From an optimization exercise on the open Yosys and OpenROAD flow, aimed at small area and a short achievable clock period; shortcuts taken in it are not production practice.
Function was checked by simulation only, so behaviour that the tests miss may differ from the original.
Power figures rest on the tool's default switching activity, not on a simulated workload.

==> v17 <==
// mips_cpu
module mips_cpu (
    input  wire        clk,
    input  wire        rst,
    output wire [31:0] imem_addr,    
    input  wire [31:0] imem_rdata,   
    output wire [31:0] dmem_addr,    
    output wire [31:0] dmem_wdata,   
    output wire        dmem_we,      
    output wire        dmem_re,      
    input  wire [31:0] dmem_rdata    
);
Settings: LEC_CHECK=0, CAP_MARGIN=20, CORE_MARGIN=2, CORE_UTILIZATION=55, SETUP_SLACK_MARGIN=5, SLEW_MARGIN=20, SYNTH_HIERARCHICAL=1; clock period 15.0 ns.
run.sh (not shown) runs the stock make flow with config.mk's settings and CLKGATE_MAP_FILE= SYNTH_SCRIPT=/design/flow/synth_recipe.tcl, a recipe that flattens the netlist after the stock synthesis.
==> v12: changes against v17 <==
--- a/flow/design.v
+++ b/flow/design.v
@@ -371,80 +371,98 @@
 );
 assign wd = ({32{sel_link}} & pc_plus4) |
             ({32{sel_lui}}  & {imm, 16'd0}) |
             ({32{sel_load}} & load_data) |
             alu_y;
 endmodule
 module shifter(
-	input wire [31:0] a,
+	input wire [31:0] an,
 	input wire [4:0] shamt,
 	output wire [31:0] y
 );
-assign y = a >> shamt;
+assign y = (~an) >> shamt;
 endmodule
 module alu(
 	input wire [31:0] an,        
 	input wire [31:0] bn,        
 	input wire [15:0] imm,
 	input wire [31:0] addr,      
 	input wire [4:0] shamt,
-	input wire sel_add, sel_addr, sel_and, sel_or, sel_xor, sel_nor,
-	input wire sel_slt, sel_sltu, sel_srl,
+	input wire [3:0] lut,        
+	input wire sel_add, sel_addr, sel_slt, sel_sltu, sel_srl,
 	input wire use_imm,
 	input wire sub,
 	output wire [31:0] y,
 	output wire d_neg,           
 	output wire eq               
 );
-wire [31:0] a = ~an;
-wire [31:0] b = ~bn;
-wire [31:0] simm = {{16{imm[15]}}, imm};
-wire [31:0] bb = use_imm ? simm : b;
-wire [32:0] s = {1'b0, a} + {1'b0, bb ^ {32{sub}}} + {32'd0, sub};
-wire ltu = ~s[32];
-wire lt = (a[31] ^ bb[31]) ? a[31] : s[31];
+wire [15:0] immn = ~imm;
+wire [31:0] simmn = {{16{immn[15]}}, immn};
+wire [31:0] bb;              
+wire [31:0] lg;              
+genvar i;
+generate
+	for (i = 0; i < 32; i = i + 1) begin : bt
+		c_mux2i bsel (.a0(bn[i]), .a1(simmn[i]), .s(use_imm), .y(bb[i]));
+		c_mux4 lop (.d0(lut[2]), .d1(lut[3]), .d2(lut[0]), .d3(lut[1]),
+		            .s0(bb[i]), .s1(an[i]), .y(lg[i]));
+	end
+endgenerate
+wire [31:0] s;
+wire co;
+alu_add add_inst (.an(an), .b(bb ^ {32{sub}}), .cin(sub), .s(s), .co(co));
+wire a31 = ~an[31];
+wire ltu = ~co;
+wire lt = (a31 ^ bb[31]) ? a31 : s[31];
 wire [31:0] sh;
-shifter shft_inst(.a(b), .shamt(shamt), .y(sh));
+shifter shft_inst(.an(bn), .shamt(shamt), .y(sh));
 assign d_neg = s[31];
 assign eq = (an == bn);
-assign y = ({32{sel_add}}  & s[31:0]) |
+assign y = ({32{sel_add}}  & s) |
            ({32{sel_addr}} & addr) |
-           ({32{sel_and}}  & (a & bb)) |
-           ({32{sel_or}}   & (a | bb)) |
-           ({32{sel_xor}}  & (a ^ bb)) |
-           ({32{sel_nor}}  & ~(a | bb)) |
+           lg |
            ({32{sel_srl}}  & sh) |
            {31'd0, (sel_slt & lt) | (sel_sltu & ltu)};
 endmodule
+module alu_add(
+	input wire [31:0] an,
+	input wire [31:0] b,
+	input wire cin,
+	output wire [31:0] s,
+	output wire co
+);
+assign {co, s} = {1'b0, ~an} + {1'b0, b} + {32'd0, cin};
+endmodule
+module c_mux4(input wire d0, d1, d2, d3, s0, s1, output wire y);
+assign y = s1 ? (s0 ? d3 : d2) : (s0 ? d1 : d0);
+endmodule
 module alu_control(
 	input wire [31:0] instr,
 	output wire sel_add,      
 	output wire sel_addr,     
-	output wire sel_and,
-	output wire sel_or,
-	output wire sel_xor,
-	output wire sel_nor,
+	output wire [3:0] lut,    
 	output wire sel_slt,
 	output wire sel_sltu,
 	output wire sel_srl,
 	output wire sel_lui,
 	output wire sel_load,
 	output wire sel_link,
 	output wire use_imm,      
 	output wire sub           
 );
 wire [5:0] op = instr[31:26];
 wire [5:0] fn = instr[5:0];
 wire r = (op == 6'h00);
 assign sel_add  = r & ((fn == 6'h20) | (fn == 6'h21) | (fn == 6'h02) | (fn == 6'h22) | (fn == 6'h23));
 assign sel_addr = (op == 6'h08) | (op == 6'h09) | (op == 6'h0E) | (op == 6'h0B);
-assign sel_and  = (r & (fn == 6'h24)) | (op == 6'h0C);
-assign sel_or   = (r & (fn == 6'h25)) | (op == 6'h0D);
-assign sel_xor  = r & (fn == 6'h26);
-assign sel_nor  = r & (fn == 6'h27);
+wire sel_and = (r & (fn == 6'h24)) | (op == 6'h0C);
+wire sel_or  = (r & (fn == 6'h25)) | (op == 6'h0D);
+wire sel_xor = r & (fn == 6'h26);
+wire sel_nor = r & (fn == 6'h27);
+assign lut = {sel_and | sel_or, sel_or | sel_xor, sel_or | sel_xor, sel_nor};
 assign sel_slt  = (r & (fn == 6'h2A)) | (op == 6'h0A);
 assign sel_sltu = r & (fn == 6'h2B);
 assign sel_srl  = r & (fn == 6'h00);
 assign sel_lui  = (op == 6'h0F);
 assign sel_load = (op == 6'h23);
 assign sel_link = (op == 6'h03);
 assign use_imm  = ~r & (op != 6'h01) & (op[5:2] != 4'b0001);
@@ -489,14 +507,15 @@
 	input wire rst,
 	input wire we,
 	input wire [4:0] ra1,
 	input wire [4:0] ra2,
 	input wire [4:0] wa,
 	input wire [31:0] wd,
 	output wire [31:0] rd1n,  
+	output wire [31:0] rd1an,  
 	output wire [31:0] rd2n   
 );
 reg [31:0] registers [31:1];
 reg [31:1] valid;
 integer i;
 always @(posedge clk) begin
 	for (i = 1; i < 32; i = i + 1)
@@ -517,15 +536,15 @@
 genvar b, r;
 generate
 	for (b = 0; b < 32; b = b + 1) begin : col
 		wire [31:1] q;
 		for (r = 1; r < 32; r = r + 1) begin : row
 			assign q[r] = registers[r][b];
 		end
-		rf_mux31 m1 (.q(q), .sel(sel1), .yn(rd1n[b]));
+		rf_mux31d m1 (.q(q), .sel(sel1), .yn(rd1n[b]), .yn2(rd1an[b]));
 		rf_mux31 m2 (.q(q), .sel(sel2), .yn(rd2n[b]));
 	end
 endgenerate
 endmodule
 module rf_dec(
 	input wire [4:0] ra,
 	input wire [31:1] valid,
@@ -554,14 +573,36 @@
 rf_nand2 c10 (.a(q[31]), .b(sel[31]), .y(n[10]));
 wire [2:0] m;
 rf_nand4 k0 (.a(n[0]), .b(n[1]), .c(n[2]), .d(n[3]), .y(m[0]));
 rf_nand4 k1 (.a(n[4]), .b(n[5]), .c(n[6]), .d(n[7]), .y(m[1]));
 rf_nand3 k2 (.a(n[8]), .b(n[9]), .c(n[10]), .y(m[2]));
 rf_nor3 k3 (.a(m[0]), .b(m[1]), .c(m[2]), .y(yn));
 endmodule
+module rf_mux31d(
+	input wire [31:1] q,
+	input wire [31:1] sel,
+	output wire yn,
+	output wire yn2
+);
+wire [10:0] n;
+genvar g;
+generate
+	for (g = 0; g < 10; g = g + 1) begin : t
+		rf_ao222n c (.a(q[3*g+1]), .b(sel[3*g+1]), .c(q[3*g+2]), .d(sel[3*g+2]),
+		             .e(q[3*g+3]), .f(sel[3*g+3]), .y(n[g]));
+	end
+endgenerate
+rf_nand2 c10 (.a(q[31]), .b(sel[31]), .y(n[10]));
+wire [2:0] m;
+rf_nand4 k0 (.a(n[0]), .b(n[1]), .c(n[2]), .d(n[3]), .y(m[0]));
+rf_nand4 k1 (.a(n[4]), .b(n[5]), .c(n[6]), .d(n[7]), .y(m[1]));
+rf_nand3 k2 (.a(n[8]), .b(n[9]), .c(n[10]), .y(m[2]));
+rf_nor3 k3 (.a(m[0]), .b(m[1]), .c(m[2]), .y(yn));
+rf_nor3 k4 (.a(m[0]), .b(m[1]), .c(m[2]), .y(yn2));
+endmodule
 module rf_ao222n(input wire a, b, c, d, e, f, output wire y);
 assign y = ~((a & b) | (c & d) | (e & f));
 endmodule
 module rf_nand2(input wire a, b, output wire y);
 assign y = ~(a & b);
 endmodule
 module rf_nand4(input wire a, b, c, d, output wire y);
@@ -580,17 +621,40 @@
 	input wire [25:0] instr,     
 	input wire jr,
 	input wire jump,
 	input wire taken,
 	output reg [31:0] pc,
 	output wire [31:0] pc_plus4
 );
-wire [29:0] pc4_hi = pc[31:2] + 30'd1;
-wire [29:0] br_hi = pc4_hi + {{14{instr[15]}}, instr[15:0]};
+wire [29:0] hi = pc[31:2];
+wire [30:0] ci;
+wire [29:0] pc4_hi;
+assign ci[0] = 1'b1;
+wire [14:0] ui, ud;
+wire [13:0] up, dn;
+assign ui[0] = 1'b1;
+assign ud[0] = 1'b1;
+genvar k;
+generate
+	for (k = 0; k < 30; k = k + 1) begin : inc
+		assign ci[k+1] = ci[k] & hi[k];
+		assign pc4_hi[k] = hi[k] ^ ci[k];
+	end
+	for (k = 0; k < 14; k = k + 1) begin : updn
+		assign ui[k+1] = ui[k] & hi[16+k];
+		assign ud[k+1] = ud[k] & ~hi[16+k];
+		assign up[k] = hi[16+k] ^ ui[k];
+		assign dn[k] = hi[16+k] ^ ud[k];
+	end
+endgenerate
 assign pc_plus4 = {pc4_hi, pc[1:0]};
+wire [16:0] lo = {1'b0, hi[15:0]} + {1'b0, instr[15:0]} + 17'd1;
+wire c = lo[16], s = instr[15];
+wire [13:0] br_up = (c == s) ? hi[29:16] : c ? up : dn;
+wire [29:0] br_hi = {br_up, lo[15:0]};
 wire [31:0] pc_next = jr    ? ~rsn :
                       jump  ? {pc4_hi[29:26], instr[25:0], 2'b00} :
                       taken ? {br_hi, pc[1:0]} :
                               pc_plus4;
 always @(posedge clk or posedge rst) begin
 	if (rst)
 		pc <= 32'b0;
@@ -608,44 +672,44 @@
     output wire        dmem_we,      
     output wire        dmem_re,      
     input  wire [31:0] dmem_rdata    
 );
     wire [31:0] instr = imem_rdata;
     wire [31:0] pc, pc_plus4;
     wire [31:0] rs_n, rt_n;          
+    wire [31:0] rs_an;               
     wire [31:0] addr;
     wire [31:0] alu_y;
     wire [31:0] wd;
     wire d_neg, eq;
     wire reg_write, mem_read, mem_write, jr, jump;
     wire br_eq, br_ne, br_neg, br_nneg, br_le, br_gt;
     wire [4:0] wa;
-    wire sel_add, sel_addr, sel_and, sel_or, sel_xor, sel_nor, sel_slt, sel_sltu, sel_srl;
+    wire sel_add, sel_addr, sel_slt, sel_sltu, sel_srl;
+    wire [3:0] lut;
     wire sel_lui, sel_load, sel_link, use_imm, sub;
     control_unit ctrl_inst (
         .instr(instr), .reg_write(reg_write), .wa(wa), .mem_read(mem_read),
         .mem_write(mem_write), .jr(jr), .jump(jump), .br_eq(br_eq), .br_ne(br_ne),
         .br_neg(br_neg), .br_nneg(br_nneg), .br_le(br_le), .br_gt(br_gt)
     );
     alu_control alu_ctrl_inst (
-        .instr(instr), .sel_add(sel_add), .sel_addr(sel_addr), .sel_and(sel_and),
-        .sel_or(sel_or), .sel_xor(sel_xor), .sel_nor(sel_nor), .sel_slt(sel_slt),
+        .instr(instr), .sel_add(sel_add), .sel_addr(sel_addr), .lut(lut), .sel_slt(sel_slt),
         .sel_sltu(sel_sltu), .sel_srl(sel_srl), .sel_lui(sel_lui), .sel_load(sel_load),
         .sel_link(sel_link), .use_imm(use_imm), .sub(sub)
     );
     reg_file rf_inst (
         .clk(clk), .rst(rst), .we(reg_write),
         .ra1(instr[25:21]), .ra2(instr[20:16]), .wa(wa), .wd(wd),
-        .rd1n(rs_n), .rd2n(rt_n)
+        .rd1n(rs_n), .rd1an(rs_an), .rd2n(rt_n)
     );
-    add32 addr_adder (.an(rs_n), .imm(instr[15:0]), .y(addr));
+    add32 addr_adder (.an(rs_an), .imm(instr[15:0]), .y(addr));
     alu alu_inst (
         .an(rs_n), .bn(rt_n), .imm(instr[15:0]), .addr(addr), .shamt(instr[10:6]),
-        .sel_add(sel_add), .sel_addr(sel_addr), .sel_and(sel_and), .sel_or(sel_or),
-        .sel_xor(sel_xor), .sel_nor(sel_nor), .sel_slt(sel_slt), .sel_sltu(sel_sltu),
+        .sel_add(sel_add), .sel_addr(sel_addr), .lut(lut), .sel_slt(sel_slt), .sel_sltu(sel_sltu),
         .sel_srl(sel_srl), .use_imm(use_imm), .sub(sub), .y(alu_y), .d_neg(d_neg), .eq(eq)
     );
     wire taken = (br_eq & eq) | (br_ne & ~eq) | (br_neg & d_neg) | (br_nneg & ~d_neg) |
                  (br_le & (d_neg | eq)) | (br_gt & ~d_neg & ~eq);
     pc_reg pcreg_inst (
         .clk(clk), .rst(rst), .rsn(rs_n), .instr(instr[25:0]), .jr(jr), .jump(jump),
         .taken(taken), .pc(pc), .pc_plus4(pc_plus4)
==> flow/flow/run.sh (new file) <==
#!/bin/bash
# Own layout flow: the standard flow (standard.sh, standard synthesis
# unchanged) with changes only to how the layout is made:
#  - the port buffers are sky130_fd_sc_hd__buf_2 instead of the delay cell
#    that buffer_ports picks by default;
#  - clock tree synthesis without dummy loads, with larger sink clusters;
set -euo pipefail
export BUFFER_PORTS_ARGS="-buffer_cell sky130_fd_sc_hd__buf_2"
export CTS_ARGS="-sink_clustering_enable -repair_clock_nets -dont_use_dummy_load -sink_clustering_size 25 -sink_clustering_max_diameter 90"
bash standard.sh SETUP_SLACK_MARGIN=5.3 finish > make_finish.log 2>&1
==> flow/standard.sh (new file) <==
#!/bin/bash
# synth_recipe.tcl (not shown) runs the flow's synth.tcl, then flattens the netlist and writes it again
# the make line also repeats each setting of config.mk as NAME=value (left out here)
make -C /OpenROAD-flow-scripts/flow DESIGN_CONFIG=/design/flow/config.mk WORK_HOME=/design/flow/orfs CLKGATE_MAP_FILE= SYNTH_SCRIPT=/design/flow/synth_recipe.tcl "${@:-finish}"
Settings changed: PLACE_DENSITY from default to 0.7, SETUP_SLACK_MARGIN 5 to default, TNS_END_PERCENT from default to 10.
removed: flow/run.sh
==> summary of the runs <==
v17 produced a clean layout. v12 passed the timing, DRC and antenna checks. Sequential cell count is the same in v17 and v12. Against v17, the worst setup slack of v12 is higher by 440 ps. Between v17 and v12, the lower final cell count is in v12 (gap 7.9%, measured against v12). Against v17, the power of v12 is lower by 21%. Against v12, the synthesized cell count of v17 is larger by 7.5%.

## port drivers added, routing unchanged
The results above use ideal ports. As a check the final layouts listed here were re-extracted and re-timed, cells and wires unchanged.
Step 1 sets driving cells, clkbuf_16 on the clock port and buf_2 on the other inputs (assumed; they add their load-dependent delay and slew).
Step 2 times the ports against the registers' clock, not the clock port: input delays grow and output delays shrink by t, the midpoint of the rising clock arrivals with the driver on.
Three values: no drivers, after step 1, after step 2; two values: the first two.
run	t, ns	slack for setup (ns)	worst setup path after step 2	slew at the worst register clock pin (ns)	worst slew at a driven data input, ns
v17	0.774	4.761 / 4.641 / 4.328	input to register	0.07 / 0.07	0.17
v12	0.746	5.203 / 5.154 / 4.743	input to register	0.11 / 0.11	0.07
After both steps every run listed still meets setup and hold. For v12, which loses most, drivers alone change the setup slack by -0.049 ns; drivers and shift together by -0.460 ns.
